This design comes from an exercise in tuning for small area on the open sky130 flow, not from production work. Function was checked by simulation only, so behaviour that the tests miss may differ from the original. Power figures rest on the tool's default switching activity, not on a simulated workload.

[run.sh]
#!/bin/bash
# synth_recipe.tcl (not shown) runs the flow's synth.tcl, then flattens the netlist and writes it again
# the make line also repeats each setting of config.mk as NAME=value (left out here)
make -C /OpenROAD-flow-scripts/flow DESIGN_CONFIG=/design/flow/config.mk WORK_HOME=/design/flow/orfs CLKGATE_MAP_FILE= SYNTH_SCRIPT=/design/flow/synth_recipe.tcl finish
[config.mk]
export PLATFORM = sky130hd
export DESIGN_NAME = cpu
export DESIGN_NICKNAME = cpu
export VERILOG_FILES = /design/flow/design.v
export SDC_FILE = /design/flow/constraint.sdc
export NUM_CORES = 4
export LEC_CHECK = 0
export CAP_MARGIN = 20
export CORE_MARGIN = 2
export CORE_UTILIZATION = 50
export CTS_CLUSTER_DIAMETER = 80
export CTS_CLUSTER_SIZE = 25
export SLEW_MARGIN = 20
export SYNTH_HIERARCHICAL = 1
export SYNTH_MINIMUM_KEEP_SIZE = 0
[constraint.sdc]
create_clock -name core_clock -period 5.6 [get_ports {clock}]
set_input_delay 1.1200 -clock core_clock [delete_from_list [all_inputs] [get_ports {clock}]]
set_output_delay 1.1200 -clock core_clock [all_outputs]
set_load 0.01 [all_outputs]
[design.v]
module rf_aoi222(a1, b1, a2, b2, a3, b3, y);
	input a1, b1, a2, b2, a3, b3;
	output y;
	assign y = ~((a1 & b1) | (a2 & b2) | (a3 & b3));
endmodule
module rf_read31(sel, d, y);
	input [30:0] sel;
	input [30:0] d;
	output y;
	wire [10:0] grp;
	genvar g;
	generate
		for (g = 0; g < 10; g = g + 1) begin : grpn
			rf_aoi222 u(.a1(sel[3*g]), .b1(d[3*g]), .a2(sel[3*g+1]), .b2(d[3*g+1]),
			            .a3(sel[3*g+2]), .b3(d[3*g+2]), .y(grp[g]));
		end
	endgenerate
	assign grp[10] = ~(sel[30] & d[30]);
	assign y = ~&grp;
endmodule
module rf_read33(sel, d, y);
	input [32:0] sel;
	input [32:0] d;
	output y;
	wire [10:0] grp;
	genvar g;
	generate
		for (g = 0; g < 11; g = g + 1) begin : grpn
			rf_aoi222 u(.a1(sel[3*g]), .b1(d[3*g]), .a2(sel[3*g+1]), .b2(d[3*g+1]),
			            .a3(sel[3*g+2]), .b3(d[3*g+2]), .y(grp[g]));
		end
	endgenerate
	assign y = ~&grp;
endmodule
module cpu(clock, reset, writeRegWb, resultWb, pcIf, pcSrcId, instrID,
		imem_rdata, dmem_addr, dmem_wdata, dmem_we, dmem_rdata);
	input clock;
	input reset;
	output [31:0] pcIf;
	output [1:0] pcSrcId;
	output [31:0] instrID;
	output [4:0] writeRegWb;
	output [31:0] resultWb;
	input  [31:0] imem_rdata;
	output [31:0] dmem_addr;
	output [31:0] dmem_wdata;
	output        dmem_we;
	input  [31:0] dmem_rdata;
	localparam OP_NONE = 2'd0, OP_ADD = 2'd1, OP_AND = 2'd2, OP_OR = 2'd3;
	reg [31:0] pcReg;           
	reg [31:0] ir;              
	reg [31:0] exV1, exV2;      
	reg [15:0] exImm;
	reg        exFwdA, exFwdB;  
	reg [1:0]  exOp;
	reg        exSub, exAluSrc;
	reg [4:0]  exWr;
	reg        exRegWrite, exMemtoReg, exMemWrite;
	reg [31:0] memAlu, memWdata;
	reg [4:0]  memWr;
	reg        memRegWrite, memMemtoReg, memMemWrite;
	reg [31:0] wbResult;
	reg [4:0]  wbWr;
	reg [31:0] ram [31:1];
	reg [31:1] nz;
	wire [5:0] op = ir[31:26];
	wire [5:0] funct = ir[5:0];
	wire [4:0] rs = ir[25:21];
	wire [4:0] rt = ir[20:16];
	wire [4:0] rd = ir[15:11];
	wire [15:0] imm = ir[15:0];
	wire isR  = (op == 6'b000000);
	wire iAdd = isR && (funct == 6'b100000);
	wire iSub = isR && (funct == 6'b100010);
	wire iAnd = isR && (funct == 6'b100100);
	wire iOr  = isR && (funct == 6'b100101);
	wire iJr  = isR && (funct == 6'b001000);
	wire iLw   = (op == 6'b100011);
	wire iSw   = (op == 6'b101011);
	wire iAddi = (op == 6'b001000);
	wire iSubi = (op == 6'b001100);
	wire iBeqz = (op == 6'b000100);
	wire regDst = iAdd | iSub | iAnd | iOr;
	wire regWriteId = regDst | iLw | iAddi | iSubi;
	wire aluSrcId = iAddi | iLw | iSw | iSubi;
	wire subId = iSub | iBeqz | iSubi;
	wire [1:0] opId = (iAdd | iLw | iSw | iAddi | subId) ? OP_ADD :
	                  iAnd ? OP_AND : iOr ? OP_OR : OP_NONE;
	wire [4:0] wrId = regDst ? rd : rt;
	wire [31:0] memResult = memMemtoReg ? dmem_rdata : memAlu;
	always @(posedge clock)
		if (memRegWrite && !reset && memWr != 5'd0) begin
			ram[memWr] <= memResult;
			nz[memWr] <= (memResult != 32'd0);
		end
	wire exFwdAId  = (rs != 5'd0) && (rs == exWr) && exRegWrite;
	wire exFwdBId  = (rt != 5'd0) && (rt == exWr) && exRegWrite;
	wire memFwdA = (rs != 5'd0) && (rs == memWr) && memRegWrite;
	wire memFwdB = (rt != 5'd0) && (rt == memWr) && memRegWrite;
	wire [30:0] sel1;
	wire [31:0] sel2;
	wire [31:0] rdata1, v2;
	wire rsNonzero;
	genvar gk, gb;
	generate
		for (gk = 1; gk < 32; gk = gk + 1) begin : rsel
			assign sel1[gk-1] = (rs == gk);
			assign sel2[gk-1] = (rt == gk) && !memFwdB;
		end
		for (gb = 0; gb < 32; gb = gb + 1) begin : rbit
			wire [30:0] d;
			for (gk = 1; gk < 32; gk = gk + 1) begin : w
				assign d[gk-1] = ram[gk][gb];
			end
			rf_read31 p1(.sel(sel1), .d(d), .y(rdata1[gb]));
			rf_read33 p2(.sel({1'b0, sel2}), .d({1'b0, memResult[gb], d}), .y(v2[gb]));
		end
	endgenerate
	assign sel2[31] = memFwdB;
	rf_read31 pz(.sel(sel1), .d(nz), .y(rsNonzero));
	wire [31:0] v1 = memFwdA ? memResult : rdata1;
	wire stall = exMemtoReg && ((rs == exWr) || (rt == exWr));
	wire zeroId = memFwdA ? (memAlu == 32'd0) : !rsNonzero;
	wire taken = iBeqz & zeroId;
	assign pcSrcId = {iJr, taken};
	wire [31:0] pcPlus4 = pcReg + 32'd4;
	wire [31:0] pcBranch = pcReg + {{14{imm[15]}}, imm, 2'b00};
	wire [31:0] pcNext = ({32{!taken && !iJr}} & pcPlus4) |
	                     ({32{taken}} & pcBranch) |
	                     ({32{iJr}} & rdata1);
	wire [31:0] srcA = exFwdA ? memAlu : exV1;
	wire [31:0] regB = exFwdB ? memAlu : exV2;
	wire [31:0] srcB = exAluSrc ? {{16{exImm[15]}}, exImm} : regB;
	wire [31:0] sum = srcA + (exSub ? ~srcB : srcB) + {31'd0, exSub};
	wire [31:0] aluResult = (exOp == OP_AND) ? (srcA & srcB) :
	                        (exOp == OP_OR) ? (srcA | srcB) : sum;
	always @(posedge clock) begin
		if (reset) pcReg <= 32'd0;
		else if (!stall) pcReg <= pcNext;
		if (reset || taken || iJr) ir <= 32'd0;
		else if (!stall) ir <= imem_rdata;
		exV1 <= v1;
		exV2 <= v2;
		exImm <= imm;
		exSub <= subId;
		exAluSrc <= aluSrcId;
		exFwdA <= exFwdAId;
		exFwdB <= exFwdBId;
		if (reset || stall) begin
			exWr <= 5'd0;
			exOp <= OP_NONE;
			exRegWrite <= 1'b0;
			exMemtoReg <= 1'b0;
			exMemWrite <= 1'b0;
		end else begin
			exWr <= wrId;
			exOp <= opId;
			exRegWrite <= regWriteId;
			exMemtoReg <= iLw;
			exMemWrite <= iSw;
		end
		memWdata <= regB;
		if (reset) begin
			memAlu <= 32'd0;
			memWr <= 5'd0;
			memRegWrite <= 1'b0;
			memMemtoReg <= 1'b0;
			memMemWrite <= 1'b0;
		end else begin
			if (exOp != OP_NONE) memAlu <= aluResult;
			memWr <= exWr;
			memRegWrite <= exRegWrite;
			memMemtoReg <= exMemtoReg;
			memMemWrite <= exMemWrite;
		end
		if (reset) begin
			wbResult <= 32'd0;
			wbWr <= 5'd0;
		end else begin
			wbResult <= memResult;
			wbWr <= memWr;
		end
	end
	assign pcIf = pcReg;
	assign instrID = ir;
	assign dmem_addr = memAlu;
	assign dmem_wdata = memWdata;
	assign dmem_we = memMemWrite;
	assign writeRegWb = wbWr;
	assign resultWb = wbResult;
endmodule
==> out/qor.yml, run 1 <==
run_status:
  outcome: "finished clean"
worst_setup_path:
  crit_chain: "nand2b_1 > nor2_2 > a222oi_1 > nand2_1 > a2111o_1 > inv_1 > mux2i_1 > or3_4 > inv_2 > clkdlybuf4s50_1"
  slowest_stage: "nand2b_1"
  start_kind: "register"
  crit_buf_inv: 3
  crit_type: "reg2out"
  worst_ep_arrival_time_ps: 4230
  cpLargestDelayFamily: "simple AND/OR/NAND/NOR gates"
  crit_required_ps: 4480
  cp_max_fo: 11
  cp_slowest_stage_delay_ps: 690
  cp-end-kind: "primary output"
route:
  num_vias: 43530
  wirelength_um: 212100
  viasPerCell: 7.370
  dr.pass1.iters: 13
  drt-wirelength-per-cell_um: 35.92
  dr.first_iter.drc_count: 9623
  drc: 0
  ant_nets: 0
final_layout:
  final_nets: 4519
  syn_to_final_growth_pct: 14.51
  fillers: 8907
  stdcell_area_um2: 63300
  fin_util_pct: 57.91
  layout-drive-gt1-share_pct: 10.57
pwr:
  p_comb_share_pct: 15.4
  power_density_nw_per_um2: 307.1
  swShare_pct: 27.43
  p_int_mw: 14.11
  power_frac_seq_pct: 55.6
  clkPwrFrac_pct: 29.0
  ir_drop_mv: 0.2482
  power_switching_mw: 5.333
  p_leak_nw: 21.07
clock_network:
  clockRootBuffer: "clkbuf_16"
  cts_tree: "built"
  insertion_delay_ps: 690
  cts_buffers: 66
  ctsResizeCount: 0
  postCtsHoldBufs: 0
  path_clk_slew_ps: 110
  htreeDepth: 3
  numClockSinks: 1290
  clock_path_buffers: 3
  post_cts_buffers: 0
placement:
  preCtsSetupSlack_ps: 703.9
  portBuffers: 233
  place_area_um2: 61230
  finalWeightedCongestion: 0.9566
  dp_hpwl_um: 141800
floorplanning:
  die_w_um: 336.5
  die_h_um: 336.5
  core-area_um2: 109300
  io_pins: 234
  row_count: 121
  start_util_pct: 50.57
  die_area_um2: 113200
yosys:
  async_reset_ff_share_pct: 0
  synth_edf_count: 1023
  ys_seq_area_share_pct: 65.24
  syn_area_um2: 55280
  synth_compound_area_share_pct: 19.01
  synth.ff_latch_count: 1290
  yosys_warnings: 7
  yosys.area_share.simple_pct: 8.169
  yosys_most_used_dff: "edfxtp_1"
  synth_mux_area_share_pct: 2.490
  synthCells: 3945
  synthXorXnorAreaFrac_pct: 1.790
  ys_types: 86
  synth_top_family_by_area: "compound AO/OA/AOI/OAI gates"
  syn_avg_cell_area_um2: 14.01
  synthAdderAreaFrac_pct: 2.001
sta:
  holdWs_ps: 443.6
  finalSetupViolCount: 0
  fin_setup_tns_ps: 0
  period_share_pct: 95.52
  fin_skew_ps: 29.85
  slew_headroom_pct: 12.03
  fmax_mhz: 187.0
  rsz0062_at_grt: "no"
  worst_slew_pin_slew_ps: 1318
  post-route-min-period_ps: 5349
  hold_viol: 0
  slew_viol_final: 0
  worst_slack_ps: 251.1
run:
  cap_violations: 0
grt:
  grt_pass1_vias: 39760
  antenna_found_initial: 16
  grtUsageTotal_pct: 36.25
  grt_overflow_total: 0
  grt_max_degree: 65
  grt_pass1_wl_um: 293400
worst_hold_path:
  hold_path.class: "reg2reg"
per-stage QoR:
step           total power, mW  instances
2_1_floorplan            12.60       4008
3_3_place_gp             13.89       5785
3_5_place_dp             13.90       5785
4_1_cts                  19.37       5894
5_1_grt                  19.97       5900
6_report                 19.44       5906
layout make-up:
| type | instances | area (µm²) | area share [%] |
|---|---|---|---|
| Inverter | 62 | 232.7 | 0.3676 |
| Multi-Input combinational cell | 2538 | 19320 | 30.51 |
| Sequential cell | 1290 | 36070 | 56.98 |
| Antenna cell | 12 | 30.03 | 0.04744 |
| Timing Repair Buffer | 419 | 3764 | 5.946 |
| Clock inverter | 14 | 166.4 | 0.2629 |
| Clock buffer | 95 | 1877 | 2.965 |
| Tap cell | 1476 | 1847 | 2.917 |
per-layer routing:
metal	global-route usage [%]	routed length [µm]	share of wire, %
met1	49.34	81800	39
met2	55.60	93550	44
met3	10.93	29310	14
met4	12.12	7410	3.5
met5	0	56	0.026
modules after synthesis (local to each module, per instance):
module | cells inside | flops+latches | area [µm²]
cpu | 3003 | 1290 | 46780
rf_read31 | 4 | 0 | 27.53
rf_read33 | 4 | 0 | 23.77
rf_aoi222 | 1 | 0 | 10.01
Yosys cell counts (6+ instances only):
cell       count  area share (%)
a21oi_1      149             1.3
nor2b_1       19            0.22
a221oi_1      31            0.49
nor3_1        31            0.28
o31ai_1       41            0.56
mux2_2        68             1.4
nand3b_1      12            0.16
a2111oi_0      6           0.095
ha_1          74             1.7
nand3_1       75            0.68
a2111o_1      35            0.71
mux2i_1       61             1.1
nor2_1       276             1.9
buf_2         11            0.10
nor3b_1        8            0.11
edfxtp_1    1023              56
xnor2_1       67             1.1
dfxtp_1      267             9.7
xor2_1        46            0.73
a211oi_1      32            0.43
or3_1         46            0.52
nand2b_1      12            0.14
nand2_1      210             1.4
a31oi_1       20            0.23
and2_1        10            0.11
nand4_1      159             1.8
maj3_1        14            0.25
inv_1         60            0.41
buf_1         18            0.12
and4_1         6           0.095
o211ai_1       6           0.081
o21a_1        21            0.29
a211o_1        6           0.095
a222oi_1     687              12
clkbuf_1      82            0.56
a21o_1        27            0.37
nor4_1        18            0.20
and3_1        11            0.12
o21ai_0      103            0.93
state kept, by name, summed over array words and instances (netlist names), 16 cells and up:
register,flops
memAlu,32
wbResult,32
ram,992
exV2,32
ir,32
exV1,32
memWdata,32
nz,31
pcReg,32
exImm,16
cell usage in the layout, fill, tap and decap left out, types with 21 or more instances in the layout:
cell type and instances:
a221oi_1 31, mux2_2 68, conb_1 64, nand2_1 210, a21oi_1 149, nor2_2 31, xnor2_1 67, buf_4 184
a2111o_1 35, a211oi_1 32, nand4_1 159, clkbuf_16 71, inv_1 60, dfxtp_1 264, a21o_1 27, nor2_4 63
edfxtp_1 1023, nor2_1 183, clkdlybuf4s50_1 232, o21a_1 21, a222oi_1 687, or3_1 46, o31ai_1 41, mux2i_1 61
clkbuf_1 23, ha_1 74, xor2_1 46, o21ai_0 103, nor3_1 30, nand3_1 75
kinds of logic (layout without fill, tap and decap cells):
family / Yosys count / count (layout)
AND/OR/NAND/NOR: 921 / 921
adder cells (fa/ha/maj): 90 / 90
AO/OA/AOI/OAI: 1221 / 1221
multiplexers: 129 / 129
buffers and inverters: 180 / 590
other: 1 / 76
flip-flops: 1290 / 1290
XOR/XNOR: 113 / 113
power groups by stage:
| stage | registers [mW] | logic (mW) | clock network (mW) |
|---|---|---|---|
| final | 10.8 | 2.99 | 5.64 |
| after floorplan | 10.9 | 1.65 | 0 |
| after detailed placement | 11.0 | 2.88 | 0 |
| after global routing | 10.8 | 3.15 | 6.00 |
| after global placement | 11.0 | 2.87 | 0 |
| after CTS | 10.8 | 2.90 | 5.67 |
worst register-to-register path: cells and delay by family (launching register included):
kind / cells / cell delay [ps]
xor gates and xnor gates: 1 / 660
DFF: 1 / 450
adders and majority gates: 2 / 550
and+or+nand+nor: 6 / 2020
buffers and inverters: 1 / 170
AOI/OAI and AO/OA: 4 / 750
path summary, 6_finish.rpt:
| check | from | endpoint | slack (ps) | depth (start not counted) |
|---|---|---|---|---|
| worst max register to register | memWr[1] | nz[19] | 730 | 14 |
| worst min-delay path | ir[9] | exImm[9] | 440 | 0 |
| worst min register to register | ir[9] | exImm[9] | 440 | 0 |
| worst max-delay path | ir[24] | pcSrcId[0] | 250 | 10 |
==> inputs of run 2 (changes only) <==
--- a/design.v
+++ b/design.v
@@ -18,18 +18,24 @@
 	assign grp[10] = ~(sel[30] & d[30]);
 	assign y = ~&grp;
 endmodule
-module rf_read33(sel, d, y);
-	input [32:0] sel;
-	input [32:0] d;
+module rf_aoi22(a1, b1, a2, b2, y);
+	input a1, b1, a2, b2;
+	output y;
+	assign y = ~((a1 & b1) | (a2 & b2));
+endmodule
+module rf_read32(sel, d, y);
+	input [31:0] sel;
+	input [31:0] d;
 	output y;
 	wire [10:0] grp;
 	genvar g;
 	generate
-		for (g = 0; g < 11; g = g + 1) begin : grpn
+		for (g = 0; g < 10; g = g + 1) begin : grpn
 			rf_aoi222 u(.a1(sel[3*g]), .b1(d[3*g]), .a2(sel[3*g+1]), .b2(d[3*g+1]),
 			            .a3(sel[3*g+2]), .b3(d[3*g+2]), .y(grp[g]));
 		end
 	endgenerate
+	rf_aoi22 u10(.a1(sel[30]), .b1(d[30]), .a2(sel[31]), .b2(d[31]), .y(grp[10]));
 	assign y = ~&grp;
 endmodule
 module cpu(clock, reset, writeRegWb, resultWb, pcIf, pcSrcId, instrID,
@@ -113,7 +119,7 @@
 				assign d[gk-1] = ram[gk][gb];
 			end
 			rf_read31 p1(.sel(sel1), .d(d), .y(rdata1[gb]));
-			rf_read33 p2(.sel({1'b0, sel2}), .d({1'b0, memResult[gb], d}), .y(v2[gb]));
+			rf_read32 p2(.sel(sel2), .d({memResult[gb], d}), .y(v2[gb]));
 		end
 	endgenerate
 	assign sel2[31] = memFwdB;
==> flow/run.sh (new file) <==
#!/bin/bash
# The standard layout, with the port buffers that global placement inserts
# made from the smallest buffer (sky130_fd_sc_hd__buf_1) instead of the
# default clkdlybuf4s50_1. Every input and output port still gets its own
# buffer; later repair steps may still resize them.
set -euo pipefail
export BUFFER_PORTS_ARGS="-buffer_cell sky130_fd_sc_hd__buf_1"
bash standard.sh > standard.log 2>&1
==> standard.sh (new file) <==
#!/bin/bash
# synth_recipe.tcl (not shown) runs the flow's synth.tcl, then flattens the netlist and writes it again
# the make line also repeats each setting of config.mk as NAME=value (left out here)
make -C /OpenROAD-flow-scripts/flow DESIGN_CONFIG=/design/flow/config.mk WORK_HOME=/design/flow/orfs CLKGATE_MAP_FILE= SYNTH_SCRIPT=/design/flow/synth_recipe.tcl "${@:-finish}"
--- a/config.mk
+++ b/config.mk
@@ -7,7 +7,7 @@
 export LEC_CHECK = 0
 export CAP_MARGIN = 20
 export CORE_MARGIN = 2
-export CORE_UTILIZATION = 50
+export CORE_UTILIZATION = 45
 export CTS_CLUSTER_DIAMETER = 80
 export CTS_CLUSTER_SIZE = 25
 export SLEW_MARGIN = 20
removed: run.sh
==> out/qor.yml, run 2 <==
run_status:
  outcome: "finished clean"
final_layout:
  fillers: 10360  # +16%
  syn_to_final_growth_pct: 12.13
  layout-drive-gt1-share_pct: 11.77  # +1.2 points
  final_cell_mix: "edfxtp_1, a222oi_1, dfxtp_1"
  largest_reg_flops: 992  # unchanged
  stdcell_area_um2: 61660  # -2.6%
  layout_commonest_cell: "edfxtp_1"
  largest_register: "ram"
  final_nets: 4406  # -2.5%
worst_setup_path:
  cp-end-kind: "primary output"
  cp_max_fo: 9  # -2
  crit_required_ps: 4480  # about the same
  crit_type: "reg2out"
  start_kind: "register"
  worst_ep_arrival_time_ps: 3940  # -290 ps
yosys:
  synth_compound_area_share_pct: 18.10  # -0.90 points
  yosysMostFrequentCell: "edfxtp_1"
  synthCells: 3892  # -1.3%
  synth.largest_area_cell: "edfxtp_1"
  syn_avg_cell_area_um2: 14.13  # +0.83%
  async_reset_ff_share_pct: 0  # unchanged
  yosys_warnings: 7  # unchanged
  synth_top_family_by_area: "compound AO/OA/AOI/OAI gates"
  synth.area.top_cells: "edfxtp_1, a222oi_1, dfxtp_1"
  yosys.area_share.simple_pct: 8.284  # +0.12 points
  netlist.area_leader.share_pct: 55.86  # +0.29 points
  synthAdderAreaFrac_pct: 2.084  # +0.083 points
  yosys_most_used_dff: "edfxtp_1"
  synth.ff_latch_count: 1290  # unchanged
  yosys-top-cells-count: "edfxtp_1, a222oi_1, nor2_1"
  synth_mux_area_share_pct: 2.883  # +0.39 points
  synthXorXnorAreaFrac_pct: 1.863  # +0.073 points
  ys_types: 81  # -5.8%
  synth_edf_count: 1023  # unchanged
  syn_area_um2: 54990  # -0.52%
  ys_seq_area_share_pct: 65.58  # +0.34 points
floorplanning:
  die_area_um2: 125000  # +10%
  die_w_um: 353.6  # +5.1%
  core-area_um2: 121600  # +11%
  io_pins: 234  # unchanged
  die_h_um: 353.6  # +5.1%
  row_count: 128  # +5.8%
  start_util_pct: 45.24  # -5.3 points
grt:
  antenna_found_initial: 15  # -1
  grt_overflow_total: 0  # unchanged
  grt_max_degree: 76  # +17%
  grtUsageTotal_pct: 34.83  # -1.4 points
  grt_pass1_wl_um: 309100  # +5.4%
  grt_pass1_vias: 40700  # +2.3%
sta:
  hold_viol: 0  # unchanged
  holdWs_ps: 416.5  # -27.06 ps
  fmax_mhz: 197.6  # +5.7%
  fin_setup_tns_ps: 0  # unchanged
  finalSetupViolCount: 0  # unchanged
  fin_skew_ps: 21.28  # -8.563 ps
  slew_viol_final: 0  # unchanged
  period_share_pct: 90.38  # -5.1 points
  worst_slack_ps: 538.9  # +287.8 ps
  slew_headroom_pct: 17.86  # +5.8 points
  post-route-min-period_ps: 5061  # -287.8 ps
  worst_slew_pin_slew_ps: 1229  # -89.04 ps
  rsz0062_at_grt: "no"
clock_network:
  insertion_delay_ps: 750  # +60 ps
  postCtsHoldBufs: 0  # unchanged
  clock_path_buffers: 3  # unchanged
  clockRootBuffer: "clkbuf_16"
  htreeDepth: 2  # -1
  path_clk_slew_ps: 100  # about the same
  numClockSinks: 1290  # unchanged
  cts_buffers: 61  # -7.6%
  cts_tree: "built"
route:
  viasPerCell: 7.354  # -0.22%
  drt-wirelength-per-cell_um: 37.99  # +5.8%
  num_vias: 43730  # +0.47%
  wirelength_um: 225900  # +6.5%
  dr.pass1.iters: 12  # -1
  ant_nets: 0  # unchanged
  drc: 0  # unchanged
  dr.first_iter.drc_count: 10830  # +13%
placement:
  place_area_um2: 59730  # -2.4%
  portBuffers: 233  # unchanged
  finalWeightedCongestion: 0.9155  # -4.3%
  dp_hpwl_um: 134800  # -4.9%
  preCtsSetupSlack_ps: 808.9  # +105.0 ps
pwr:
  ir_drop_mv: 0.2919  # +18%
  p_leak_nw: 20.41  # -3.1%
  power_density_nw_per_um2: 303.5  # -1.2%
worst_hold_path:
  hold_path.class: "reg2reg"
run:
  cap_violations: 0  # unchanged
[run 2: cell count changes after synthesis, sizes merged, moves of 13 or more]
cell,previous run,this run
a21oi,149,163
a222oi,687,655
a22oi,3,37
clkbuf,83,70
mux2,68,91
nor2,277,322
o21ai,106,76
o31ai,42,6
[run 2: area by class of cell]
cell class                 count  area, µm²  share of cell area, %
antenna                        5      12.51                0.02029
clock buffer                  98       1675                  2.717
clock inverter                18      201.4                 0.3267
inverter                      62      232.7                 0.3774
multi-input combinational   2435      19020                  30.85
sequential                  1290      36070                  58.50
tap                         1625       2033                  3.297
timing repair buffer         414       2412                  3.912
[run 2: what timing repair did]
| item | CTS | global route |
|---|---|---|
| resized for setup | 0 | 1 |
| endpoints found under the hold margin | 0 | 0 |
| buffers inserted | 0 | 3 |
| endpoints found under the setup margin | 0 | 1 |
[run 2: critical path, cell delays in order (launching register included)]
cell and delay (ps):
dfxtp_1 550, nand2b_1 730, nor2_4 40, a222oi_1 400, nand2_1 120, a2111o_1 450
or2_1 280, a211oi_4 280, buf_12 180, buf_1 160
[run 2: metrics by stage]
| step | instances | total power, mW | util [%] |
|---|---|---|---|
| 6_report | 5947 | 18.72 | 50.73 |
| 5_1_grt | 5942 | 19.21 | 50.72 |
| 4_1_cts | 5939 | 18.61 | 50.69 |
| 3_5_place_dp | 5823 | 13.45 | 49.14 |
| 3_3_place_gp | 5823 | 13.44 | 49.14 |
| 2_1_floorplan | 3892 | 12.38 | - |
[run 2: worst paths after layout]
kind	from	to	slack, ps	cells past startpoint
setup / recovery	ir[24]	pcSrcId[0]	540	9
hold / removal	ir[7]	exImm[7]	420	0
setup reg to reg	memWr[1]	nz[13]	750	14
hold reg to reg	ir[7]	exImm[7]	420	0
[run 2: Yosys stat by module, one instance, submodules excluded]
module / cells inside / area, µm²
rf_read32: 4 / 23.77
rf_aoi222: 1 / 10.01
rf_read31: 4 / 27.53
cpu: 2950 / 46420
rf_aoi22: 1 / 12.51
[run 2: report_power, final]
part | leakage [nW] | internal, mW | switching, mW
sequential | 11.6 | 10.6 | 0.242
combinational | 7.89 | 0.847 | 1.69
clock | 0.892 | 2.17 | 3.20
[run 2: logic make-up after synthesis]
logic type,after synthesis
DFF,1290
adders and majority gates,94
muxes,147
and+or+nand+nor,948
AOI/OAI and AO/OA,1129
buffers and inverters,167
xor gates and xnor gates,117
[run 2: metal layers]
layer | share of wire, % | vias up | track usage (%)
met2 | 42 | 3864 | 51.17
li1 | - | 17600 | -
met5 | 0.027 | - | 0.3396
met1 | 35 | 21460 | 44.48
met3 | 16 | 797 | 12.46
met4 | 6.8 | 8 | 20.19
==> inputs of run 3 (changes only) <==
--- a/design.v
+++ b/design.v
@@ -129,8 +129,16 @@
 	wire zeroId = memFwdA ? (memAlu == 32'd0) : !rsNonzero;
 	wire taken = iBeqz & zeroId;
 	assign pcSrcId = {iJr, taken};
-	wire [31:0] pcPlus4 = pcReg + 32'd4;
-	wire [31:0] pcBranch = pcReg + {{14{imm[15]}}, imm, 2'b00};
+	wire [16:0] brLo = {1'b0, pcReg[17:2]} + {1'b0, imm};
+	wire [16:0] incLo = {1'b0, pcReg[17:2]} + 17'd1;
+	wire [13:0] pcUp = pcReg[31:18];
+	wire [13:0] pcUpInc = pcUp + 14'd1;
+	wire [13:0] pcUpDec = pcUp - 14'd1;
+	wire [13:0] brUp = (brLo[16] && !imm[15]) ? pcUpInc :
+	                   (!brLo[16] && imm[15]) ? pcUpDec : pcUp;
+	wire [13:0] incUp = incLo[16] ? pcUpInc : pcUp;
+	wire [31:0] pcPlus4 = {incUp, incLo[15:0], pcReg[1:0]};
+	wire [31:0] pcBranch = {brUp, brLo[15:0], pcReg[1:0]};
 	wire [31:0] pcNext = ({32{!taken && !iJr}} & pcPlus4) |
 	                     ({32{taken}} & pcBranch) |
 	                     ({32{iJr}} & rdata1);
==> out/qor.yml, run 3 <==
floorplanning:
  die_h_um: 354.6  # +0.30%
  io_pins: 234  # unchanged
  start_util_pct: 45.39  # +0.15 points
  die_area_um2: 125800  # +0.60%
  row_count: 128  # unchanged
  core-area_um2: 121900  # +0.26%
  die_w_um: 354.6  # +0.30%
final_layout:
  stdcell_area_um2: 62380  # +1.2%
  fillers: 10450  # +0.86%
  final_nets: 4427  # +0.48%
  largest_reg_flops: 992  # unchanged
  regArea_um2: 36070  # unchanged
  fin_util_pct: 51.18  # +0.46 points
  largest_register: "ram"
  syn_to_final_growth_pct: 12.76
  layout-drive-gt1-share_pct: 12.66  # +0.89 points
  multi_input_area_um2: 19200  # +0.95%
  instances_no_fill: 5975  # +0.47%
  layout_commonest_cell: "edfxtp_1"
  final_cell_mix: "edfxtp_1, a222oi_1, dfxtp_1"
pwr:
  power_density_nw_per_um2: 311.1  # +2.5%
  p_total_mw: 19.41  # +3.7%
  ir_drop_mv: 0.2779  # -4.8%
  p_leak_nw: 20.48  # +0.36%
placement:
  portBuffers: 233  # unchanged
  place_area_um2: 60090  # +0.59%
  dp_cells: 5848  # +0.43%
  finalWeightedCongestion: 0.9540  # +4.2%
  dp_hpwl_um: 144300  # +7.1%
  preCtsSetupSlack_ps: 1034  # +225.6 ps
grt:
  grt_pass1_vias: 41220  # +1.3%
  grtUsageTotal_pct: 34.43  # -0.41 points
  grt_pass1_wl_um: 308000  # -0.35%
  antenna_found_initial: 15  # unchanged
  grt_max_degree: 69  # -9.2%
  grt_overflow_total: 0  # unchanged
sta:
  worst_slew_pin_slew_ps: 1125  # -103.8 ps
  slew_headroom_pct: 24.90  # +7.0 points
  period_share_pct: 91.00  # +0.62 points
  fin_skew_ps: 57.42  # +36.13 ps
  post-route-min-period_ps: 5096  # +34.99 ps
  worst_slack_ps: 503.9  # -34.99 ps
  fin_setup_tns_ps: 0  # unchanged
  fmax_mhz: 196.2  # -0.69%
  hold_viol: 0  # unchanged
  rsz0062_at_grt: "no"
  slew_viol_final: 0  # unchanged
  holdWs_ps: 403.7  # -12.84 ps
  finalSetupViolCount: 0  # unchanged
worst_hold_path:
  hold_path.class: "reg2reg"
  hold_depth: 0  # unchanged
clock_network:
  htreeDepth: 3  # +1
  ctsResizeCount: 0  # unchanged
  numClockSinks: 1290  # unchanged
  post_cts_buffers: 0  # unchanged
  cts_tree: "built"
  clockRootBuffer: "clkbuf_16"
  clock_path_buffers: 3  # unchanged
  path_clk_slew_ps: 90  # about the same
  insertion_delay_ps: 720  # -30 ps
  postCtsHoldBufs: 0  # unchanged
  cts_buffers: 70  # +15%
run_status:
  outcome: "finished clean"
worst_setup_path:
  crit_type: "reg2out"
  slowest_stage: "nand2b_1"
  start_kind: "register"
  cp-end-kind: "primary output"
  cp_max_fo: 17  # +8
  cp_slowest_stage_delay_ps: 710  # -20 ps
  r2r_cells: 8  # -6
  crit_required_ps: 4480  # about the same
  crit_chain: "nand2b_1 > nor2_4 > a222oi_1 > nand2_1 > a2111o_1 > mux2i_4 > nand2_2 > inv_2 > buf_1"
  worst_ep_arrival_time_ps: 3980  # +40 ps
yosys:
  yosys_most_used_dff: "edfxtp_1"
  synth.ff_latch_count: 1290  # unchanged
  synth.largest_area_cell: "edfxtp_1"
  synth_edf_count: 1023  # unchanged
  yosysMostFrequentCell: "edfxtp_1"
  ys_seq_area_share_pct: 65.19  # -0.39 points
  ys_types: 96  # +19%
  yosys_warnings: 7  # unchanged
  netlist.area_leader.share_pct: 55.53  # -0.33 points
  synth.area.top_cells: "edfxtp_1, a222oi_1, dfxtp_1"
  async_reset_ff_share_pct: 0  # unchanged
  synthCells: 3919  # +0.69%
  syn_area_um2: 55320  # +0.60%
  syn_avg_cell_area_um2: 14.12  # about the same
  yosys-top-cells-count: "edfxtp_1, a222oi_1, dfxtp_1"
route:
  dr.pass1.iters: 13  # +1
  num_vias: 44200  # +1.1%
  drt-wirelength-per-cell_um: 37.57  # -1.1%
  viasPerCell: 7.398  # +0.60%
  wirelength_um: 224500  # -0.63%
  drc: 0  # unchanged
  dr.first_iter.drc_count: 10210  # -5.7%
  ant_nets: 0  # unchanged
run:
  cap_violations: 0  # unchanged
## run 3: cell types whose count changed in the layout (fill, tap and decap cells not counted), sizes merged, moves of 14 or more
cell / change
buf: +14
nand4: +19
mux2: -18
nand2: +20
a22o: +17
nor2: -59
## run 3: final timing paths
check / from / endpoint / slack, ps
setup / recovery: ir[23] / pcSrcId[0] / 500
hold / removal: ir[10] / exImm[10] / 400
setup reg to reg: memWr[2] / nz[7] / 940
hold reg to reg: ir[10] / exImm[10] / 400
## run 3: area by class of cell
cell class                 count  share of cell area, %
clock inverter                28                 0.5596
multi-input combinational   2435                  30.78
antenna                        5                0.02006
sequential                  1290                  57.82
clock buffer                  92                  3.043
inverter                      70                 0.4212
tap                         1625                  3.259
timing repair buffer         430                  4.088
## run 3: routing by layer
metal / GRT usage, % / part of all wire [%] / vias to the layer above
met2: 49.80 / 42 / 3712
met3: 13.32 / 16 / 610
li1: - / - / 17810
met5: 1.396 / 0.17 / -
met4: 17.36 / 5.7 / 22
met1: 44.88 / 36 / 22050
## run 3: power breakdown
group	total, mW	switching (mW)	internal, mW	leakage [nW]
logic	2.65	1.80	0.850	7.88
clock network	5.98	3.40	2.57	1.08
registers	10.8	0.217	10.6	11.5
## run 3: critical path: cells and delay by family (launching register included)
kind | cells | cell delay [ps]
AO/OA/AOI/OAI | 2 | 970
buffers and inverters | 2 | 240
flip-flops | 1 | 500
multiplexers | 1 | 260
AND/OR/NAND/NOR | 4 | 1290
## run 3: kinds of logic after synthesis
kind of cell	share of synthesized area, %
DFF	65.19
AOI/OAI and AO/OA	18.83
and+or+nand+nor	8.332
buffers and inverters	1.436
muxes	2.771
xor gates and xnor gates	1.676
adders and majority gates	1.764
## run 3: per-module statistics from Yosys (local to each module, per instance)
module | times used | flip-flops and latches | cells inside
cpu | 1 | 1290 | 2977
rf_read31 | 33 | 0 | 4
rf_read32 | 32 | 0 | 4
rf_aoi22 | 32 | 0 | 1
rf_aoi222 | 650 | 0 | 1
==> inputs of run 4 (changes only) <==
--- a/design.v
+++ b/design.v
@@ -3,10 +3,10 @@
 	output y;
 	assign y = ~((a1 & b1) | (a2 & b2) | (a3 & b3));
 endmodule
-module rf_read31(sel, d, y);
+module rf_read31(sel, d, ny);
 	input [30:0] sel;
 	input [30:0] d;
-	output y;
+	output [2:0] ny;
 	wire [10:0] grp;
 	genvar g;
 	generate
@@ -16,7 +16,7 @@
 		end
 	endgenerate
 	assign grp[10] = ~(sel[30] & d[30]);
-	assign y = ~&grp;
+	assign ny = {~&grp[10:8], ~&grp[7:4], ~&grp[3:0]};
 endmodule
 module rf_aoi22(a1, b1, a2, b2, y);
 	input a1, b1, a2, b2;
@@ -68,7 +68,6 @@
 	reg [31:0] wbResult;
 	reg [4:0]  wbWr;
 	reg [31:0] ram [31:1];
-	reg [31:1] nz;
 	wire [5:0] op = ir[31:26];
 	wire [5:0] funct = ir[5:0];
 	wire [4:0] rs = ir[25:21];
@@ -97,7 +96,6 @@
 	always @(posedge clock)
 		if (memRegWrite && !reset && memWr != 5'd0) begin
 			ram[memWr] <= memResult;
-			nz[memWr] <= (memResult != 32'd0);
 		end
 	wire exFwdAId  = (rs != 5'd0) && (rs == exWr) && exRegWrite;
 	wire exFwdBId  = (rt != 5'd0) && (rt == exWr) && exRegWrite;
@@ -106,7 +104,7 @@
 	wire [30:0] sel1;
 	wire [31:0] sel2;
 	wire [31:0] rdata1, v2;
-	wire rsNonzero;
+	wire [95:0] rsPart;    
 	genvar gk, gb;
 	generate
 		for (gk = 1; gk < 32; gk = gk + 1) begin : rsel
@@ -118,15 +116,17 @@
 			for (gk = 1; gk < 32; gk = gk + 1) begin : w
 				assign d[gk-1] = ram[gk][gb];
 			end
-			rf_read31 p1(.sel(sel1), .d(d), .y(rdata1[gb]));
+			wire [2:0] ny1;
+			rf_read31 p1(.sel(sel1), .d(d), .ny(ny1));
+			assign rdata1[gb] = |ny1;
+			assign rsPart[3*gb +: 3] = ny1;
 			rf_read32 p2(.sel(sel2), .d({memResult[gb], d}), .y(v2[gb]));
 		end
 	endgenerate
 	assign sel2[31] = memFwdB;
-	rf_read31 pz(.sel(sel1), .d(nz), .y(rsNonzero));
 	wire [31:0] v1 = memFwdA ? memResult : rdata1;
 	wire stall = exMemtoReg && ((rs == exWr) || (rt == exWr));
-	wire zeroId = memFwdA ? (memAlu == 32'd0) : !rsNonzero;
+	wire zeroId = memFwdA ? (memAlu == 32'd0) : !(|rsPart);
 	wire taken = iBeqz & zeroId;
 	assign pcSrcId = {iJr, taken};
 	wire [16:0] brLo = {1'b0, pcReg[17:2]} + {1'b0, imm};
==> out/qor.yml, run 4 <==
placement:
  finalWeightedCongestion: 0.9693  # +1.6%
  place_area_um2: 57880  # -3.7%
  preCtsSetupSlack_ps: 58.34  # -976.1 ps
  dp_hpwl_um: 141000  # -2.3%
  portBuffers: 233  # unchanged
grt:
  grt_pass1_wl_um: 298900  # -3.0%
  grtUsageTotal_pct: 34.78  # +0.35 points
  grt_max_degree: 68  # -1.4%
  grt_pass1_vias: 40120  # -2.7%
  grt_overflow_total: 0  # unchanged
  antenna_found_initial: 13  # -2
final_layout:
  fin_util_pct: 51.59  # +0.41 points
  final_nets: 4261  # -3.7%
  largest_register: "ram"
  layout_commonest_cell: "edfxtp_1"
  largest_reg_flops: 992  # unchanged
  fillers: 9808  # -6.1%
  stdcell_area_um2: 60110  # -3.6%
  final_cell_mix: "edfxtp_1, a222oi_1, dfxtp_1"
  syn_to_final_growth_pct: 13.35
  layout-drive-gt1-share_pct: 13.30  # +0.64 points
yosys:
  syn_avg_cell_area_um2: 14.17  # +0.40%
  synth.area.top_cells: "edfxtp_1, a222oi_1, dfxtp_1"
  synth.largest_area_cell: "edfxtp_1"
  ys_seq_area_share_pct: 66.25  # +1.1 points
  yosys-top-cells-count: "edfxtp_1, a222oi_1, dfxtp_1"
  syn_area_um2: 53030  # -4.1%
  yosys_most_used_dff: "edfxtp_1"
  yosys_warnings: 7  # unchanged
  synth.ff_latch_count: 1259  # -2.4%
  yosysMostFrequentCell: "edfxtp_1"
  synthCells: 3742  # -4.5%
  async_reset_ff_share_pct: 0  # unchanged
  ys_types: 80  # -17%
  netlist.area_leader.share_pct: 56.17  # +0.64 points
  synth_edf_count: 992  # -3.0%
clock_network:
  clockRootBuffer: "clkbuf_16"
  htreeDepth: 2  # -1
  cts_buffers: 60  # -14%
  cts_tree: "built"
  insertion_delay_ps: 750  # +30 ps
  numClockSinks: 1259  # -2.4%
  clock_path_buffers: 3  # unchanged
  path_clk_slew_ps: 100  # about the same
sta:
  worst_slack_ps: -80.27  # -584.2 ps
  finalSetupViolCount: 1  # +1
  post-route-min-period_ps: 5680  # +584.2 ps
  fin_skew_ps: 38.78  # -18.64 ps
  hold_viol: 0  # unchanged
  slew_headroom_pct: 8.616  # -16 points
  slew_viol_final: 0  # unchanged
  holdWs_ps: 422.4  # +18.69 ps
  fin_setup_tns_ps: -80.27  # -80.27 ps
  fmax_mhz: 176.0  # -10%
  worst_slew_pin_slew_ps: 1369  # +244.0 ps
  period_share_pct: 101.4  # +10 points
floorplanning:
  row_count: 125  # -2.3%
  die_area_um2: 120600  # -4.1%
  io_pins: 234  # unchanged
  core-area_um2: 116500  # -4.4%
  die_h_um: 347.3  # -2.1%
  die_w_um: 347.3  # -2.1%
  start_util_pct: 45.51  # +0.12 points
pwr:
  ir_drop_mv: 0.2521  # -9.3%
  power_density_nw_per_um2: 296.6  # -4.7%
  p_leak_nw: 19.53  # -4.7%
worst_hold_path:
  hold_path.class: "reg2reg"
route:
  viasPerCell: 7.453  # +0.75%
  dr.pass1.iters: 13  # unchanged
  drt-wirelength-per-cell_um: 38.30  # +1.9%
  drc: 0  # unchanged
  dr.first_iter.drc_count: 10130  # -0.74%
  wirelength_um: 218200  # -2.8%
  num_vias: 42470  # -3.9%
  ant_nets: 0  # unchanged
worst_setup_path:
  cp-end-kind: "primary output"
  start_kind: "register"
  crit_required_ps: 4480  # about the same
  cp_max_fo: 25  # +8
  crit_type: "reg2out"
  worst_ep_arrival_time_ps: 4560  # +580 ps
run_status:
  so_faults: "negative setup slack"
  outcome: "finished with violations"
run:
  cap_violations: 0  # unchanged
## run 4: cell count changes after synthesis, moves of 22 or more
| cell | delta |
|---|---|
| mux2i_1 | +27 |
| nand3_1 | +31 |
| nor3_1 | +28 |
| nor2_1 | -22 |
| edfxtp_1 | -31 |
| a2111o_1 | -32 |
| a21oi_1 | -42 |
| nand2_1 | -23 |
## run 4: final timing paths
check        startpoint  slack (ps)          to  depth (start not counted)
max              ir[24]         -80  pcSrcId[0]                         11
min               ir[9]         420    exImm[9]                          0
max reg2reg      ir[24]         580   pcReg[29]                         17
min reg2reg       ir[9]         420    exImm[9]                          0
## run 4: kinds of logic (layout without fill, tap and decap cells)
| kind of cell | Yosys count | in the layout | share of synthesized area [%] |
|---|---|---|---|
| adders and majority gates | 72 | 72 | 1.642 |
| buffers and inverters | 186 | 614 | 1.364 |
| other | 0 | 1 | 0 |
| xor gates and xnor gates | 101 | 101 | 1.668 |
| and+or+nand+nor | 908 | 911 | 8.406 |
| DFF | 1259 | 1259 | 66.25 |
| AOI/OAI and AO/OA | 1060 | 1060 | 17.57 |
| muxes | 156 | 156 | 3.095 |
## run 4: per-module statistics from Yosys, one instance, submodules excluded
| module | cells inside | flip-flops and latches | copies in the design |
|---|---|---|---|
| cpu | 2814 | 1259 | 1 |
| rf_aoi22 | 1 | 0 | 32 |
| rf_aoi222 | 1 | 0 | 640 |
| rf_read31 | 4 | 0 | 32 |
| rf_read32 | 4 | 0 | 32 |
## run 4: layout make-up
cell class | instances | area, µm² | share of cell area [%]
clock buffers | 76 | 1625 | 2.704
clock inverters | 18 | 190.2 | 0.3164
repair buffers | 451 | 2855 | 4.750
flip-flops and latches | 1259 | 35160 | 58.49
inverters | 69 | 259.0 | 0.4309
diodes | 1 | 2.502 | 0.004163
multi-input cells | 2300 | 18110 | 30.13
well taps | 1524 | 1907 | 3.172
## run 4: power breakdown
group	internal [mW]	total, mW	switching [mW]
clock	2.14	5.20	3.06
combinational	0.750	2.22	1.47
sequential	10.3	10.4	0.140
total	13.2	17.8	4.67
## run 4: per-layer routing
metal | share of wire, % | wire length (µm) | global-route usage [%] | vias to the layer above
met5 | 0.051 | 111 | 0.4402 | -
met4 | 6.9 | 15080 | 19.34 | 8
met3 | 14 | 30800 | 9.666 | 797
met2 | 45 | 97870 | 54.91 | 3841
met1 | 34 | 74350 | 43.20 | 20810
li1 | - | - | - | 17010
## run 4: repair_timing
action	CTS	global route
setup endpoints to repair	1	1
setup buffers	8	7
gates cloned	2	1
hold buffers	0	0
pin swaps	8	9
resized for setup	36	18
## run 4: metrics by stage
stage / cells / power, mW
CTS: 5688 / 17.76
floorplan: 3742 / 11.79
detailed placement: 5584 / 12.70
global route: 5697 / 18.29
finish: 5698 / 17.83
global placement: 5584 / 12.69
## run 4: worst max-delay path, stage by stage, from the launching register on
cell      delay [ps]
dfxtp_4          450
or3b_2           290
nor2_4           260
a222oi_1         710
nand4_1          210
nor3_2           710
nand4_1          210
nor4_2           240
nand3b_1         170
a211o_1          330
inv_2            100
clkbuf_2         150
==> inputs of run 5 (changes only) <==
--- a/config.mk
+++ b/config.mk
@@ -10,6 +10,7 @@
 export CORE_UTILIZATION = 45
 export CTS_CLUSTER_DIAMETER = 80
 export CTS_CLUSTER_SIZE = 25
+export SETUP_SLACK_MARGIN = 0.15
 export SLEW_MARGIN = 20
 export SYNTH_HIERARCHICAL = 1
 export SYNTH_MINIMUM_KEEP_SIZE = 0
==> out/qor.yml, run 5 <==
clock_network:
  cts_tree: "built"
  path_clk_slew_ps: 100  # about the same
  numClockSinks: 1259  # unchanged
  cts_buffers: 60  # unchanged
  clock_path_buffers: 3  # unchanged
  htreeDepth: 2  # unchanged
  postCtsHoldBufs: 0  # unchanged
  clockRootBuffer: "clkbuf_16"
  insertion_delay_ps: 750  # about the same
final_layout:
  fillers: 9764  # -0.45%
  final_nets: 4307  # +1.1%
  regArea_um2: 35160  # unchanged
  final_cell_mix: "edfxtp_1, a222oi_1, dfxtp_1"
  largest_register: "ram"
  multi_input_area_um2: 18260  # +0.78%
  stdcell_area_um2: 60640  # +0.88%
  layout_commonest_cell: "edfxtp_1"
  syn_to_final_growth_pct: 14.35
  layout-drive-gt1-share_pct: 14.34  # +1.0 points
  largest_reg_flops: 992  # unchanged
yosys:
  synth_mux_area_share_pct: 3.095  # unchanged
  synthAdderAreaFrac_pct: 1.642  # unchanged
  ys_types: 80  # unchanged
  synth_compound_area_share_pct: 17.57  # unchanged
  yosys.area_share.simple_pct: 8.406  # unchanged
  async_reset_ff_share_pct: 0  # unchanged
  ys_seq_area_share_pct: 66.25  # unchanged
  synthXorXnorAreaFrac_pct: 1.668  # unchanged
  syn_avg_cell_area_um2: 14.17  # unchanged
  yosys_most_used_dff: "edfxtp_1"
  syn_area_um2: 53030  # unchanged
  synthCells: 3742  # unchanged
  netlist.area_leader.share_pct: 56.17  # unchanged
  synth_edf_count: 992  # unchanged
  synth.ff_latch_count: 1259  # unchanged
  yosys-top-cells-count: "edfxtp_1, a222oi_1, dfxtp_1"
  yosys_warnings: 7  # unchanged
  synth.area.top_cells: "edfxtp_1, a222oi_1, dfxtp_1"
  synth.largest_area_cell: "edfxtp_1"
  yosysMostFrequentCell: "edfxtp_1"
  synth_top_family_by_area: "compound AO/OA/AOI/OAI gates"
grt:
  grtUsageTotal_pct: 35.04  # +0.26 points
  grt_overflow_total: 0  # unchanged
  grt_pass1_vias: 40180  # +0.15%
  grt_pass1_wl_um: 300700  # +0.61%
  antenna_found_initial: 10  # -3
  grt_max_degree: 68  # unchanged
worst_setup_path:
  cp_max_fo: 10  # -60%
  crit_top_cell: "buf_4"
  crit_buf_inv: 4  # +2
  slowest_stage: "nor3_2"
  cpLargestDelayFamily: "simple AND/OR/NAND/NOR gates"
  worst_ep_arrival_time_ps: 4350  # -210 ps
  cp-end-kind: "primary output"
  cp_slowest_stage_delay_ps: 560  # -150 ps
  start_kind: "register"
  crit_chain: "nand3b_1 > buf_4 > nor2_4 > buf_4 > a222oi_1 > nand4_1 > nor3_2 > nand4_1 > nor4_2 > nand3b_1 > a211o_1 > inv_2 > buf_4"
  crit_required_ps: 4480  # about the same
  crit_type: "reg2out"
sta:
  slew_viol_final: 14  # +14
  fin_skew_ps: 40.99  # +2.207 ps
  period_share_pct: 97.64  # -3.8 points
  worst_slew_pin_slew_ps: 1526  # +156.7 ps
  rsz0062_at_grt: "no"
  slew_headroom_pct: -1.840  # -10 points
  finalSetupViolCount: 0  # -1
  holdWs_ps: 424.0  # +1.668 ps
  hold_viol: 0  # unchanged
  fmax_mhz: 182.9  # +3.9%
  post-route-min-period_ps: 5468  # -212.7 ps
  worst_slack_ps: 132.4  # +212.7 ps
route:
  drt-wirelength-per-cell_um: 38.86  # +1.5%
  ant_nets: 0  # unchanged
  dr.first_iter.drc_count: 10590  # +4.5%
  viasPerCell: 7.482  # +0.38%
  num_vias: 43000  # +1.2%
  wirelength_um: 223300  # +2.3%
  drc: 0  # unchanged
  dr.pass1.iters: 15  # +2
floorplanning:
  die_h_um: 347.3  # unchanged
  row_count: 125  # unchanged
  die_w_um: 347.3  # unchanged
  die_area_um2: 120600  # unchanged
  start_util_pct: 45.51  # unchanged
  core-area_um2: 116500  # unchanged
  io_pins: 234  # unchanged
placement:
  dp_hpwl_um: 141000  # unchanged
  portBuffers: 233  # unchanged
  finalWeightedCongestion: 0.9693  # unchanged
  place_area_um2: 57880  # unchanged
  preCtsSetupSlack_ps: 58.34  # unchanged
pwr:
  power_density_nw_per_um2: 295.1  # -0.49%
  ir_drop_mv: 0.2562  # +1.6%
  p_leak_nw: 19.78  # +1.3%
worst_hold_path:
  hold_path.class: "reg2reg"
run:
  cap_violations: 2  # +2
run_status:
  outcome: "finished with violations"
  so_faults: "max-capacitance violations, max-slew violations"
==> run 5: area by class of cell <==
type / count / area share (%)
Clock buffer: 76 / 2.680
Clock inverter: 18 / 0.3136
Inverter: 69 / 0.4271
Multi-Input combinational cell: 2309 / 30.10
Tap cell: 1524 / 3.144
Timing Repair Buffer: 488 / 5.340
Antenna cell: 4 / 0.01651
Sequential cell: 1259 / 57.98
==> run 5: worst reg2reg max path, stage by stage (launching register included) <==
cell	delay (ps)
dfxtp_1	650
or3_1	440
o21ai_0	130
nand2_1	80
nand4_1	200
nand3b_1	760
nor2_4	460
buf_4	400
a222oi_1	1010
nand4_1	150
or3_1	570
==> run 5: cell families (layout without fill, tap and decap cells) <==
logic type               after synthesis  count (layout)
buffers and inverters                186             651
XOR/XNOR                             101             101
other                                  0               4
AND/OR/NAND/NOR                      908             920
adder cells (fa/ha/maj)               72              72
multiplexers                         156             156
flip-flops                          1259            1259
AO/OA/AOI/OAI                       1060            1060
==> run 5: where the power goes <==
group	leakage, nW	internal [mW]	switching [mW]
Sequential	11.3	10.3	0.139
Combinational	7.57	0.778	1.50
Clock	0.888	2.14	3.08
==> run 5: worst paths after layout <==
path / startpoint / endpoint / slack [ps] / depth (start not counted)
setup / recovery: ir[25] / pcSrcId[0] / 130 / 13
hold / removal: ir[9] / exImm[9] / 420 / 0
setup reg to reg: ir[19] / exV2[5] / 560 / 10
hold reg to reg: ir[9] / exImm[9] / 420 / 0
==> run 5: per-module statistics from Yosys (local to each module, per instance) <==
| module | cells | area (µm²) | flip-flops and latches | copies in the design |
|---|---|---|---|---|
| rf_aoi222 | 1 | 10.01 | 0 | 640 |
| rf_aoi22 | 1 | 12.51 | 0 | 32 |
| rf_read31 | 4 | 21.27 | 0 | 32 |
| cpu | 2814 | 44780 | 1259 | 1 |
| rf_read32 | 4 | 23.77 | 0 | 32 |
==> run 5: layer usage <==
metal | up-vias | GRT usage (%) | share of wire [%]
met5 | - | 0.4402 | 0.055
met4 | 8 | 20.32 | 7.5
met3 | 859 | 10.03 | 14
met2 | 3964 | 55.02 | 44
met1 | 21050 | 43.26 | 34
li1 | 17120 | - | -
==> run 5: metrics by stage <==
step | instances | util, % | TNS, ps | power, mW
2_1_floorplan | 3742 | - | 0 | 11.79
3_3_place_gp | 5584 | 49.67 | -1.948 | 12.69
6_report | 5747 | 52.05 | 0 | 17.90
3_5_place_dp | 5584 | 49.67 | 0 | 12.70
4_1_cts | 5695 | 51.52 | 0 | 17.77
5_1_grt | 5743 | 52.04 | 0 | 18.34
==> run 5: repair_timing <==
item                                    in CTS  in global routing
gates cloned                                 5                  8
pin swaps                                   16                 44
endpoints found under the setup margin       2                  1
resized for setup                           49                 35
endpoints found under the hold margin        0                  0
buffers inserted                            12                 39
==> inputs of run 6 (changes only) <==
--- a/config.mk
+++ b/config.mk
@@ -7,10 +7,10 @@
 export LEC_CHECK = 0
 export CAP_MARGIN = 20
 export CORE_MARGIN = 2
-export CORE_UTILIZATION = 45
+export CORE_UTILIZATION = 50
 export CTS_CLUSTER_DIAMETER = 80
 export CTS_CLUSTER_SIZE = 25
-export SETUP_SLACK_MARGIN = 0.15
+export SETUP_SLACK_MARGIN = 0.1
 export SLEW_MARGIN = 20
 export SYNTH_HIERARCHICAL = 1
 export SYNTH_MINIMUM_KEEP_SIZE = 0
==> out/qor.yml, run 6 <==
route:
  drc: 0  # unchanged
  num_vias: 43070  # +0.17%
  drt-wirelength-per-cell_um: 39.71  # +2.2%
  dr.pass1.iters: 13  # -2
  dr.first_iter.drc_count: 10510  # -0.80%
  wirelength_um: 223400  # about the same
  ant_nets: 0  # unchanged
  viasPerCell: 7.654  # +2.3%
sta:
  slew_headroom_pct: 15.26  # +17 points
  rsz0062_at_grt: "yes"
  worst_slack_ps: -88.66  # -221.1 ps
  slew_viol_final: 0  # -14
  post-route-min-period_ps: 5689  # +221.1 ps
  fmax_mhz: 175.8  # -3.9%
  worst_slew_pin_slew_ps: 1270  # -256.2 ps
  hold_viol: 0  # unchanged
  finalSetupViolCount: 1  # +1
  fin_skew_ps: 34.19  # -6.797 ps
  fin_setup_tns_ps: -88.66  # -88.66 ps
  period_share_pct: 101.6  # +3.9 points
placement:
  finalWeightedCongestion: 0.9846  # +1.6%
  dp_hpwl_um: 144500  # +2.5%
  portBuffers: 233  # unchanged
final_layout:
  final_nets: 4319  # +0.28%
  syn_to_final_growth_pct: 14.54
  final_cell_mix: "edfxtp_1, a222oi_1, dfxtp_1"
  layout-drive-gt1-share_pct: 14.50  # +0.16 points
  fin_util_pct: 57.71  # +5.7 points
  largest_register: "ram"
  fillers: 8425  # -14%
  layout_commonest_cell: "edfxtp_1"
  largest_reg_flops: 992  # unchanged
run:
  cap_violations: 0  # -2
worst_setup_path:
  r2r-start: "ir[22]"
  worstReg2RegEnd: "pcReg[21]"
  start_kind: "register"
  crit_chain: "or2_1 > buf_12 > nor2_4 > a222oi_1 > nand4_1 > nor3_4 > nand4_1 > nor4_2 > nand3b_1 > a211o_1 > inv_2 > buf_2"
  crit_required_ps: 4480  # about the same
  cp_max_fo: 13  # +3
  slowest_stage: "nand4_1"
  critPathLaunch: "ir[22]"
  r2r_slack_ps: 710  # +150 ps
  r2r_cells: 17  # +7
  critPathCapture: "pcSrcId[0]"
  crit_type: "reg2out"
  cp-end-kind: "primary output"
  crit_top_cell: "nand4_1"
  cp_slowest_stage_delay_ps: 470  # -90 ps
  worst_ep_arrival_time_ps: 4570  # +220 ps
clock_network:
  path_clk_slew_ps: 100  # about the same
  cts_buffers: 61  # +1.7%
  numClockSinks: 1259  # unchanged
  insertion_delay_ps: 750  # about the same
  clock_path_buffers: 3  # unchanged
  cts_tree: "built"
  clockRootBuffer: "clkbuf_16"
  htreeDepth: 2  # unchanged
grt:
  grt_pass1_wl_um: 303200  # +0.83%
  grt_overflow_total: 0  # unchanged
  antenna_found_initial: 15  # +5
  grt_pass1_vias: 39900  # -0.68%
  grt_max_degree: 69  # +1.5%
  grtUsageTotal_pct: 39.90  # +4.9 points
floorplanning:
  die_h_um: 329.7  # -5.1%
  start_util_pct: 50.38  # +4.9 points
  io_pins: 234  # unchanged
  core-area_um2: 105300  # -9.7%
  die_area_um2: 108700  # -9.9%
  die_w_um: 329.7  # -5.1%
  row_count: 119  # -4.8%
yosys:
  synth.ff_latch_count: 1259  # unchanged
  yosysMostFrequentCell: "edfxtp_1"
  ys_types: 80  # unchanged
  yosys_warnings: 7  # unchanged
  syn_avg_cell_area_um2: 14.17  # unchanged
  synthCells: 3742  # unchanged
  synth_edf_count: 992  # unchanged
  netlist.area_leader.share_pct: 56.17  # unchanged
  async_reset_ff_share_pct: 0  # unchanged
  synth.area.top_cells: "edfxtp_1, a222oi_1, dfxtp_1"
  synth.largest_area_cell: "edfxtp_1"
  yosys_most_used_dff: "edfxtp_1"
  yosys-top-cells-count: "edfxtp_1, a222oi_1, dfxtp_1"
  syn_area_um2: 53030  # unchanged
  ys_seq_area_share_pct: 66.25  # unchanged
worst_hold_path:
  hold_path.class: "reg2reg"
run_status:
  so_faults: "negative setup slack"
  outcome: "finished with violations"
pwr:
  ir_drop_mv: 0.2700  # +5.4%
  p_leak_nw: 19.88  # +0.51%
  power_density_nw_per_um2: 296.1  # +0.34%
-- run 6: final cells by class --
type | count | area, µm² | share of cell area [%]
well taps | 1391 | 1740 | 2.865
clock buffers | 76 | 1604 | 2.641
inverters | 69 | 259.0 | 0.4264
repair buffers | 496 | 3466 | 5.706
clock inverters | 22 | 254.0 | 0.4181
diodes | 2 | 5.005 | 0.008239
flip-flops and latches | 1259 | 35160 | 57.88
multi-input cells | 2312 | 18260 | 30.06
-- run 6: per-layer routing --
metal	track usage, %	vias to the layer above	routed length [µm]
met2	60.13	3806	97770
li1	-	17150	-
met5	0.04348	-	108
met3	12.70	901	32910
met1	49.40	21200	74930
met4	26.65	18	17710
-- run 6: repair_timing --
| action | 4_1_cts | 5_1_grt |
|---|---|---|
| cloned | 15 | 0 |
| resized for setup | 66 | 4 |
| endpoints found under the setup margin | 10 | 1 |
| setup buffers | 56 | 1 |
| hold buffers | 0 | 0 |
| pin swaps | 42 | 3 |
-- run 6: report_power, final --
group | internal [mW] | total, mW | switching [mW] | leakage, nW
clock | 2.18 | 5.30 | 3.12 | 0.899
combinational | 0.776 | 2.29 | 1.51 | 7.66
sequential | 10.3 | 10.4 | 0.135 | 11.3
total | 13.2 | 18.0 | 4.76 | 19.9
-- run 6: kinds of logic (layout without fill, tap and decap cells) --
group	count (synthesis)	in the layout	synth area share, %
buf+inv	186	663	1.364
fa+ha+maj	72	72	1.642
flops	1259	1259	66.25
mux	156	156	3.095
simple gates	908	923	8.406
other cells	0	2	0
xor+xnor	101	101	1.668
compound gates	1060	1060	17.57
-- run 6: worst min-delay path by stage --
stage                     startpoint        end  depth (start not counted)
final                          ir[8]   exImm[8]                          0
after global routing           ir[8]   exImm[8]                          0
after CTS                      ir[8]   exImm[8]                          0
after detailed placement       ir[9]   exImm[9]                          0
after global placement         ir[9]   exImm[9]                          0
after floorplan               ir[10]  exImm[10]                          0
-- run 6: modules after synthesis (local to each module, per instance) --
module	cells inside	cell area, µm²
cpu	2814	44780
rf_aoi22	1	12.51
rf_aoi222	1	10.01
rf_read31	4	21.27
rf_read32	4	23.77
-- run 6: critical path: cells and delay by family (launching register included) --
kind                   cells  cell delay [ps]
and+or+nand+nor            7             2180
AOI/OAI and AO/OA          2              770
buffers and inverters      3              440
DFF                        1              410
-- run 6: stage by stage --
step / area [µm²] / hold WS, ps / cells / setup WS (ps) / total power [mW]
after floorplan: 53030 / 408.3 / 3742 / 895.1 / 11.79
after global placement: 57800 / 389.4 / 5452 / -55.10 / 12.70
after detailed placement: 57800 / 392.6 / 5452 / -177.6 / 12.70
after CTS: 60620 / 408.0 / 5621 / 112.9 / 17.89
after global routing: 60740 / 412.4 / 5627 / -40.08 / 18.41
final: 60740 / 401.1 / 5627 / -88.66 / 17.99
==> inputs of run 7 (changes only) <==
==> flow/run.sh (replaced) <==
#!/bin/bash
# The standard layout, with the port buffers that global placement inserts
# made from the smallest buffer (sky130_fd_sc_hd__buf_1) instead of the
# default clkdlybuf4s50_1, and without gate cloning in timing repair (a
# cloned driver left after global routing can exceed the slew limit).
# Every input and output port still gets its own buffer; later repair steps
# may still resize them.
set -euo pipefail
export BUFFER_PORTS_ARGS="-buffer_cell sky130_fd_sc_hd__buf_1"
export SKIP_GATE_CLONING=1
bash standard.sh > standard.log 2>&1
--- a/config.mk
+++ b/config.mk
@@ -7,10 +7,10 @@
 export LEC_CHECK = 0
 export CAP_MARGIN = 20
 export CORE_MARGIN = 2
-export CORE_UTILIZATION = 50
+export CORE_UTILIZATION = 45
 export CTS_CLUSTER_DIAMETER = 80
 export CTS_CLUSTER_SIZE = 25
-export SETUP_SLACK_MARGIN = 0.1
+export SETUP_SLACK_MARGIN = 0.3
 export SLEW_MARGIN = 20
 export SYNTH_HIERARCHICAL = 1
 export SYNTH_MINIMUM_KEEP_SIZE = 0
==> out/qor.yml, run 7 <==
run_status:
  outcome: "finished clean"
final_layout:
  stdcell_area_um2: 60780  # about the same
  final_nets: 4302  # -0.39%
  largest_register: "ram"
  final_cell_mix: "edfxtp_1, a222oi_1, dfxtp_1"
  fin_util_pct: 52.17  # -5.5 points
  layout_commonest_cell: "edfxtp_1"
  largest_reg_flops: 992  # unchanged
  syn_to_final_growth_pct: 14.61  # about the same
route:
  num_vias: 42930  # -0.31%
  dr.pass1.iters: 14  # +1
  dr.first_iter.drc_count: 10160  # -3.3%
  drt-wirelength-per-cell_um: 39.08  # -1.6%
  wirelength_um: 224500  # +0.46%
  drc: 0  # unchanged
yosys:
  yosys.area_share.simple_pct: 8.406  # unchanged
  synthXorXnorAreaFrac_pct: 1.668  # unchanged
  synth_mux_area_share_pct: 3.095  # unchanged
  synthAdderAreaFrac_pct: 1.642  # unchanged
  synth_compound_area_share_pct: 17.57  # unchanged
  yosysMostFrequentCell: "edfxtp_1"
  yosys_most_used_dff: "edfxtp_1"
  synth.largest_area_cell: "edfxtp_1"
  netlist.area_leader.share_pct: 56.17  # unchanged
  yosys_warnings: 7  # unchanged
  ys_seq_area_share_pct: 66.25  # unchanged
  synth_top_family_by_area: "compound AO/OA/AOI/OAI gates"
  synthCells: 3742  # unchanged
  syn_area_um2: 53030  # unchanged
  synth_edf_count: 992  # unchanged
floorplanning:
  core-area_um2: 116500  # +11%
  row_count: 125  # +5.0%
  die_h_um: 347.3  # +5.3%
  die_w_um: 347.3  # +5.3%
  io_pins: 234  # unchanged
  die_area_um2: 120600  # +11%
worst_hold_path:
  hold_path.class: "reg2reg"
  hold_end: "exImm[9]"
worst_setup_path:
  cp-end-kind: "primary output"
  critPathLaunch: "ir[22]"
  crit_required_ps: 4480  # about the same
  crit_buf_inv: 5  # +2
  r2r_cells: 10  # -7
  start_kind: "register"
  crit_type: "reg2out"
  r2r-start: "ir[19]"
  worst_ep_arrival_time_ps: 4370  # -200 ps
  cpLargestDelayFamily: "simple AND/OR/NAND/NOR gates"
sta:
  rsz0062_at_grt: "yes"
  worst_slew_pin_slew_ps: 1257  # -13.03 ps
  slew_viol_final: 0  # unchanged
  post-route-min-period_ps: 5493  # -195.5 ps
  slew_headroom_pct: 16.02  # +0.76 points
  hold_viol: 0  # unchanged
  fmax_mhz: 182.0  # +3.6%
clock_network:
  cts_tree: "built"
  insertion_delay_ps: 750  # about the same
  htreeDepth: 2  # unchanged
  clockRootBuffer: "clkbuf_16"
  numClockSinks: 1259  # unchanged
  clock_path_buffers: 3  # unchanged
grt:
  grt_pass1_vias: 40540  # +1.6%
  grtUsageTotal_pct: 35.67  # -4.2 points
  grt_overflow_total: 0  # unchanged
  antenna_found_initial: 16  # +1
pwr:
  p_leak_nw: 19.85  # -0.13%
  p_total_mw: 17.89  # -0.52%
  ir_drop_mv: 0.2534  # -6.1%
placement:
  finalWeightedCongestion: 0.9693  # -1.6%
  place_area_um2: 57880  # +0.13%
==> run 7: modules after synthesis (local to each module, per instance) <==
module,times used,flops+latches,cells
rf_read32,32,0,4
rf_aoi22,32,0,1
rf_aoi222,640,0,1
rf_read31,32,0,4
cpu,1,1259,2814
==> run 7: per-layer routing <==
metal / part of all wire (%) / GRT usage, % / vias up
met2: 44 / 55.91 / 3969
met1: 34 / 43.75 / 20980
li1: - / - / 17100
met4: 7.5 / 20.99 / 12
met5: 0.057 / 0.4402 / -
met3: 14 / 10.62 / 871
==> run 7: worst max-delay path by stage <==
stage | endpoint | cells past startpoint
floorplan | pcSrcId[0] | 15
global placement | pcSrcId[0] | 13
finish | pcSrcId[0] | 14
CTS | pcSrcId[0] | 13
global route | pcSrcId[0] | 15
detailed placement | pcSrcId[0] | 13
==> run 7: per-stage QoR <==
step | instances | setup WS [ps] | setup TNS [ps]
6_report | 5743 | 106.8 | 0
2_1_floorplan | 3742 | 895.1 | 0
4_1_cts | 5725 | 265.2 | 0
3_3_place_gp | 5584 | -1.948 | -1.948
5_1_grt | 5738 | 119.8 | 0
3_5_place_dp | 5584 | 58.34 | 0
==> run 7: cell families (layout without fill, tap and decap cells) <==
| logic type | count (synthesis) | count (layout) |
|---|---|---|
| other | 0 | 5 |
| buffers and inverters | 186 | 658 |
| xor gates and xnor gates | 101 | 101 |
| muxes | 156 | 156 |
| DFF | 1259 | 1259 |
| adders and majority gates | 72 | 72 |
| AOI/OAI and AO/OA | 1060 | 1060 |
| and+or+nand+nor | 908 | 908 |
==> run 7: worst reg2reg max path, cell delays in order, from the launching register on <==
cell and delay (ps):
dfxtp_1 490, or3_1 610, o21ai_0 220, nand2_1 70
nand4_1 170, nand3b_1 700, nor2_4 1170, buf_4 500
a222oi_1 220, nand4_1 170, or3_1 420
==> run 7: where the power goes <==
group / internal (mW) / switching [mW]
logic: 0.775 / 1.49
registers: 10.3 / 0.139
clock network: 2.14 / 3.08
total: 13.2 / 4.71
==> run 7: cell type report <==
type,count,area (µm²)
tap,1524,1907
inverter,69,259.0
clock inverter,18,190.2
antenna,5,12.51
clock buffer,76,1625
sequential,1259,35160
fill,9731,55740
multi-input combinational,2297,18160
timing repair buffer,495,3471
==> run 7: what timing repair did <==
| item | CTS | global route |
|---|---|---|
| hold buffers | 0 | 0 |
| resized for setup | 64 | 10 |
| endpoints found under the hold margin | 0 | 0 |
| setup buffers | 47 | 12 |
| setup endpoints to repair | 35 | 1 |
| pin swaps | 28 | 32 |

what the ideal ports hide:
Ports are ideal in the flow. The routed layouts listed here were re-timed in OpenROAD. Step 1 assumes that a clkbuf_16 drives the clock port and a buf_2 every other input. Step 2, shift: input delay + t, output delay - t, t = (earliest + latest rising clock arrival at the registers) / 2. This alone moves slack from input paths to output paths. Slacks: no drivers / after step 1 / after step 2; pairs: no drivers / after step 1.
run	t (ns)	setup slack, ns
run 1	0.750	0.251 / 0.174 / 0.734
run 2	0.820	0.539 / 0.463 / 0.753
run 3	0.766	0.504 / 0.431 / 0.944
run 4	0.805	-0.080 / -0.155 / 0.585
run 5	0.804	0.132 / 0.061 / 0.562
run 6	0.806	-0.089 / -0.157 / 0.649
run 7	0.810	0.107 / 0.031 / 0.732
